What follows belongs to an exercise in optimizing a design on an open flow for small area and a short achievable clock period; a production flow would make more cautious choices.
Only simulation tests tie the RTL to the original design; equivalence was not proved.

==> module bf16_acc_norm, before the edit <==
module bf16_acc_norm (
    input         i_final,
    input         i_fz,
    input         i_sign,
    input         i_sub,
    input  [7:0]  i_base,
    input  [10:0] i_r,
    output [15:0] o_data,
    output [2:0]  o_flag
);
reg  [3:0]  lz;
always @(*) begin
    casez (i_r)
        11'b1??????????: lz = 4'd0;
        11'b01?????????: lz = 4'd1;
        11'b001????????: lz = 4'd2;
        11'b0001???????: lz = 4'd3;
        11'b00001??????: lz = 4'd4;
        11'b000001?????: lz = 4'd5;
        11'b0000001????: lz = 4'd6;
        11'b00000001???: lz = 4'd7;
        11'b000000001??: lz = 4'd8;
        11'b0000000001?: lz = 4'd9;
        default:         lz = 4'd10;
    endcase
end
wire [10:0] rs     = i_r << lz;
wire [6:0]  frac   = rs[9:3];
wire [7:0]  e      = i_base + 8'd2 - {4'd0, lz};    
wire        cancel = ~|i_r;
wire        inf    = ~i_sub & (&e);
wire        zero   = i_sub & (cancel | ~|e);
assign o_data = i_final ? {i_sign, i_base, i_r[6:0]} :
                inf     ? {i_sign, 8'hFF, 7'd0} :
                zero    ? {i_sign & ~cancel, 15'd0} :
                          {i_sign, e, frac};
assign o_flag = i_final ? i_r[9:7] :
                i_fz    ? 3'b100 :
                inf     ? 3'b010 :
                zero    ? 3'b100 : 3'b001;
endmodule
==> flow/config.mk <==
export PLATFORM = sky130hd
export DESIGN_NAME = gemm_arr
export DESIGN_NICKNAME = gemm_arr
export VERILOG_FILES = /design/flow/design.v
export SDC_FILE = /design/flow/constraint.sdc
export NUM_CORES = 4
export LEC_CHECK = 0
export ABC_AREA = 1
export CAP_MARGIN = 20
export CORE_MARGIN = 2
export CORE_UTILIZATION = 55
export PLACE_DENSITY = 0.7
export SLEW_MARGIN = 20
==> flow/constraint.sdc <==
create_clock -name core_clock -period 16.0 [get_ports {i_clk}]
set_input_delay 3.2000 -clock core_clock [delete_from_list [all_inputs] [get_ports {i_clk}]]
set_output_delay 3.2000 -clock core_clock [all_outputs]
set_load 0.01 [all_outputs]
standard.sh (not shown) runs the stock make flow with config.mk's settings and CLKGATE_MAP_FILE= SYNTH_SCRIPT=/design/flow/synth_recipe.tcl, a recipe that flattens the netlist after the stock synthesis.
==> flow/flow/run.sh <==
#!/bin/bash
set -euo pipefail
cd "$(dirname "${BASH_SOURCE[0]}")/.."
bash standard.sh SETUP_SLACK_MARGIN=8 finish > standard_flow.log 2>&1
Rerun with:
--- a/flow/design.v
+++ b/flow/design.v
@@ -192,8 +192,12 @@
 wire [10:0] rs     = i_r << lz;
 wire [6:0]  frac   = rs[9:3];
-wire [7:0]  e      = i_base + 8'd2 - {4'd0, lz};    
+wire [7:0]  b2     = i_base + 8'd2;
+wire [7:0]  b3     = i_base + 8'd3;
+wire [3:0]  b2_hm  = b2[7:4] - 4'd1;
+wire [4:0]  e_lo   = {1'b0, b2[3:0]} - {1'b0, lz};
+wire [7:0]  e      = {e_lo[4] ? b2_hm : b2[7:4], e_lo[3:0]};
 wire        cancel = ~|i_r;
-wire        inf    = ~i_sub & (&e);
-wire        zero   = i_sub & (cancel | ~|e);
+wire        inf    = ~i_sub & (b3[7:4] == 4'd0) & (b3[3:0] == lz);
+wire        zero   = i_sub & (cancel | ((b2[7:4] == 4'd0) & (b2[3:0] == lz)));
 assign o_data = i_final ? {i_sign, i_base, i_r[6:0]} :
                 inf     ? {i_sign, 8'hFF, 7'd0} :
Result: Register-to-register slack gets better by 0.03 ns. Die area went up by 1.6%. Wire length went down by 0.85%. Utilization went down by 3.6 points. Final area went down by 3.4%. Synthesized area went up by 1.7%. Worst setup slack gets worse by 0.12 ns. Hold slack gets worse by 0.0033 ns. Final cell count went up by 0.64%.

---

gemm_arr, a different RTL version from the one above (not shown whole).
Size in the first run: roughly 17,000 cells after synthesis, roughly 750 flip-flops, about 130,000 um^2 of cells after synthesis.
==> module bf16_acc_norm, before the edit <==
module bf16_acc_norm (
    input         i_final,
    input         i_fz,
    input         i_sign,
    input         i_sub,
    input  [7:0]  i_base,
    input  [10:0] i_r,
    output [15:0] o_data,
    output [2:0]  o_flag
);
reg  [3:0]  lz;
always @(*) begin
    casez (i_r)
        11'b1??????????: lz = 4'd0;
        11'b01?????????: lz = 4'd1;
        11'b001????????: lz = 4'd2;
        11'b0001???????: lz = 4'd3;
        11'b00001??????: lz = 4'd4;
        11'b000001?????: lz = 4'd5;
        11'b0000001????: lz = 4'd6;
        11'b00000001???: lz = 4'd7;
        11'b000000001??: lz = 4'd8;
        11'b0000000001?: lz = 4'd9;
        default:         lz = 4'd10;
    endcase
end
wire [10:0] rs     = i_r << lz;
wire [6:0]  frac   = rs[9:3];
wire [7:0]  b2     = i_base + 8'd2;
wire [7:0]  b3     = i_base + 8'd3;
wire [3:0]  b2_hm  = b2[7:4] - 4'd1;
wire [4:0]  e_lo   = {1'b0, b2[3:0]} - {1'b0, lz};
wire [7:0]  e      = {e_lo[4] ? b2_hm : b2[7:4], e_lo[3:0]};
wire        cancel = ~|i_r;
wire        inf    = ~i_sub & (b3[7:4] == 4'd0) & (b3[3:0] == lz);
wire        zero   = i_sub & (cancel | ((b2[7:4] == 4'd0) & (b2[3:0] == lz)));
assign o_data = i_final ? {i_sign, i_base, i_r[6:0]} :
                inf     ? {i_sign, 8'hFF, 7'd0} :
                zero    ? {i_sign & ~cancel, 15'd0} :
                          {i_sign, e, frac};
assign o_flag = i_final ? i_r[9:7] :
                i_fz    ? 3'b100 :
                inf     ? 3'b010 :
                zero    ? 3'b100 : 3'b001;
endmodule
==> module gemm_arr, before the edit <==
module gemm_arr #(
    parameter ROWS = 4,
    parameter COLS = 4,
    parameter N_ROWS = 2,  
    parameter N_COLS = 2,  
    parameter DATA_WIDTH = 16,
    parameter FLAG_WIDTH = 4
) (
    input i_clk,
    input i_rst,
    input i_valid,
    input [COLS*DATA_WIDTH-1:0] i_data_w,
    input [ROWS*DATA_WIDTH-1:0] i_data_x,
    input [N_COLS-1:0] i_addr,
    output [ROWS*DATA_WIDTH-1:0] o_data_acc,  
    output [ROWS*FLAG_WIDTH-1:0] o_data_flag
);
    wire [DATA_WIDTH-1:0] conn_w [ROWS*COLS-1:0]; 
    wire [DATA_WIDTH-1:0] conn_x [ROWS*COLS-1:0];
    wire [ROWS*DATA_WIDTH-1:0] conn_acc [COLS-1:0];  
    wire [ROWS*3-1:0] conn_flag [COLS-1:0];    
    genvar i;
    genvar j;
    generate
        for(i=0; i<ROWS; i=i+1) begin
            for(j=0; j<COLS; j=j+1) begin
                if(i==0 && j==0) begin
                    gemm_pe m_pe (
                        .i_clk(i_clk),
                        .i_rst(i_rst),
                        .i_valid(i_valid),
                        .i_data_x(i_data_x[ROWS*DATA_WIDTH-1:(ROWS-1)*DATA_WIDTH]),  
                        .i_data_w(i_data_w[COLS*DATA_WIDTH-1:(COLS-1)*DATA_WIDTH]),  
                        .o_data_x(conn_x[0]),
                        .o_data_w(conn_w[0]),
                        .o_data_acc(conn_acc[0][ROWS*DATA_WIDTH-1:(ROWS-1)*DATA_WIDTH]),  
                        .o_flag_acc(conn_flag[0][ROWS*3-1:(ROWS-1)*3])
                    );
                end
                else if(i==0) begin
                    gemm_pe m_pe (
                        .i_clk(i_clk),
                        .i_rst(i_rst),
                        .i_valid(i_valid),
                        .i_data_x(conn_x[j-1]),
                        .i_data_w(i_data_w[(COLS-j)*DATA_WIDTH-1:(COLS-1-j)*DATA_WIDTH]),   
                        .o_data_x(conn_x[j]),
                        .o_data_w(conn_w[j]),
                        .o_data_acc(conn_acc[j][ROWS*DATA_WIDTH-1:(ROWS-1)*DATA_WIDTH]),
                        .o_flag_acc(conn_flag[j][ROWS*3-1:(ROWS-1)*3])
                    );
                end
                else if(j==0) begin
                    gemm_pe m_pe (
                        .i_clk(i_clk),
                        .i_rst(i_rst),
                        .i_valid(i_valid),
                        .i_data_x(i_data_x[(ROWS-i)*DATA_WIDTH-1:(ROWS-1-i)*DATA_WIDTH]),  
                        .i_data_w(conn_w[(i-1)*COLS]),
                        .o_data_x(conn_x[i*COLS]),
                        .o_data_w(conn_w[i*COLS]),
                        .o_data_acc(conn_acc[0][(ROWS-i)*DATA_WIDTH-1:(ROWS-1-i)*DATA_WIDTH]),
                        .o_flag_acc(conn_flag[0][(ROWS-i)*3-1:(ROWS-1-i)*3])
                    );
                end
                else begin
                    gemm_pe #(.FAST(0)) m_pe (
                        .i_clk(i_clk),
                        .i_rst(i_rst),
                        .i_valid(i_valid),
                        .i_data_x(conn_x[i*COLS+j-1]),
                        .i_data_w(conn_w[(i-1)*COLS+j]),
                        .o_data_x(conn_x[i*COLS+j]),
                        .o_data_w(conn_w[i*COLS+j]),
                        .o_data_acc(conn_acc[j][(ROWS-i)*DATA_WIDTH-1:(ROWS-1-i)*DATA_WIDTH]),
                        .o_flag_acc(conn_flag[j][(ROWS-i)*3-1:(ROWS-1-i)*3])
                    );
                end
            end
        end
    endgenerate
    assign o_data_acc = conn_acc[i_addr];
    wire [ROWS*3-1:0] sel_flag = conn_flag[i_addr];
    genvar r;
    generate
        for (r = 0; r < ROWS; r = r + 1) begin : g_flag
            wire [2:0] fc = sel_flag[r*3 +: 3];
            assign o_data_flag[r*FLAG_WIDTH +: FLAG_WIDTH] =
                {fc[1] & fc[0], fc[2], fc[1] & ~fc[0], fc[0] & ~fc[1]};
        end
    endgenerate
endmodule
Settings: LEC_CHECK=0, CAP_MARGIN=20, CORE_MARGIN=2, CORE_UTILIZATION=40, SETUP_SLACK_MARGIN=5, SLEW_MARGIN=20; clock period 16.0 ns.
run.sh (not shown) runs the stock make flow with config.mk's settings and CLKGATE_MAP_FILE= SYNTH_SCRIPT=/design/flow/synth_recipe.tcl, a recipe that flattens the netlist after the stock synthesis.
Stock flow here: none of the scripts above is used.
The first run passed the timing, design-rule and antenna checks.
Change:
--- a/flow/design.v
+++ b/flow/design.v
@@ -189,18 +189,14 @@
         default:         lz = 4'd10;
     endcase
 end
 wire [10:0] rs     = i_r << lz;
 wire [6:0]  frac   = rs[9:3];
-wire [7:0]  b2     = i_base + 8'd2;
-wire [7:0]  b3     = i_base + 8'd3;
-wire [3:0]  b2_hm  = b2[7:4] - 4'd1;
-wire [4:0]  e_lo   = {1'b0, b2[3:0]} - {1'b0, lz};
-wire [7:0]  e      = {e_lo[4] ? b2_hm : b2[7:4], e_lo[3:0]};
+wire [7:0]  e      = i_base + 8'd2 - {4'd0, lz};    
 wire        cancel = ~|i_r;
-wire        inf    = ~i_sub & (b3[7:4] == 4'd0) & (b3[3:0] == lz);
-wire        zero   = i_sub & (cancel | ((b2[7:4] == 4'd0) & (b2[3:0] == lz)));
+wire        inf    = ~i_sub & (&e);
+wire        zero   = i_sub & (cancel | ~|e);
 assign o_data = i_final ? {i_sign, i_base, i_r[6:0]} :
                 inf     ? {i_sign, 8'hFF, 7'd0} :
                 zero    ? {i_sign & ~cancel, 15'd0} :
                           {i_sign, e, frac};
 assign o_flag = i_final ? i_r[9:7] :
@@ -412,11 +408,11 @@
     genvar j;
     generate
         for(i=0; i<ROWS; i=i+1) begin
             for(j=0; j<COLS; j=j+1) begin
                 if(i==0 && j==0) begin
-                    gemm_pe m_pe (
+                    gemm_pe #(.FAST(0)) m_pe (
                         .i_clk(i_clk),
                         .i_rst(i_rst),
                         .i_valid(i_valid),
                         .i_data_x(i_data_x[ROWS*DATA_WIDTH-1:(ROWS-1)*DATA_WIDTH]),  
                         .i_data_w(i_data_w[COLS*DATA_WIDTH-1:(COLS-1)*DATA_WIDTH]),  
@@ -425,11 +421,11 @@
                         .o_data_acc(conn_acc[0][ROWS*DATA_WIDTH-1:(ROWS-1)*DATA_WIDTH]),  
                         .o_flag_acc(conn_flag[0][ROWS*3-1:(ROWS-1)*3])
                     );
                 end
                 else if(i==0) begin
-                    gemm_pe m_pe (
+                    gemm_pe #(.FAST(0)) m_pe (
                         .i_clk(i_clk),
                         .i_rst(i_rst),
                         .i_valid(i_valid),
                         .i_data_x(conn_x[j-1]),
                         .i_data_w(i_data_w[(COLS-j)*DATA_WIDTH-1:(COLS-1-j)*DATA_WIDTH]),   
@@ -438,11 +434,11 @@
                         .o_data_acc(conn_acc[j][ROWS*DATA_WIDTH-1:(ROWS-1)*DATA_WIDTH]),
                         .o_flag_acc(conn_flag[j][ROWS*3-1:(ROWS-1)*3])
                     );
                 end
                 else if(j==0) begin
-                    gemm_pe m_pe (
+                    gemm_pe #(.FAST(0)) m_pe (
                         .i_clk(i_clk),
                         .i_rst(i_rst),
                         .i_valid(i_valid),
                         .i_data_x(i_data_x[(ROWS-i)*DATA_WIDTH-1:(ROWS-1-i)*DATA_WIDTH]),  
                         .i_data_w(conn_w[(i-1)*COLS]),
What happened: Worst setup slack improved by 8.3 ps; global-route usage is lower by 1.0 points; worst hold slack improved by 7.0 ps; final cell count is lower by 6.4%; synthesized cell count is lower by 7.0%; clock-buffer cell count is lower by 10; wire length is lower by 8.7%; non-clock buffer count is lower by 53; synthesized area is lower by 5.4%; die area is lower by 5.4%; critical path depth is lower by 18; register-to-register slack got worse by 70 ps.

## port drivers added, routing unchanged
Ports are ideal in the flow. The routed layouts listed here were re-timed in OpenROAD. Step 1 sets driving cells, clkbuf_16 on the clock port and buf_2 on the other inputs (assumed; they add their load-dependent delay and slew). Step 2 times the ports against the registers' clock, not the clock port: input delays grow and output delays shrink by t, the midpoint of the rising clock arrivals with the driver on. Three values: no drivers, after step 1, after step 2; two values: the first two.
run	t (ns)	slack for setup (ns)	worst hold slack (ns)	worst setup path at the end
the first run of note 1	0.869	6.800 / 6.862 / 5.994	0.467 / 0.467 / 0.467	input to register
the second run of note 1	0.862	6.677 / 6.729 / 5.867	0.464 / 0.464 / 0.464	input to register
the first run of note 2	0.967	5.282 / 5.286 / 4.320	0.470 / 0.470 / 0.470	input to register
the second run of note 2	0.964	5.291 / 5.202 / 4.631	0.477 / 0.477 / 0.477	input to register
After both steps every run listed still meets setup and hold. For the first run of note 2, which loses most, drivers alone change the setup slack by +0.004 ns; drivers and shift together by -0.962 ns.
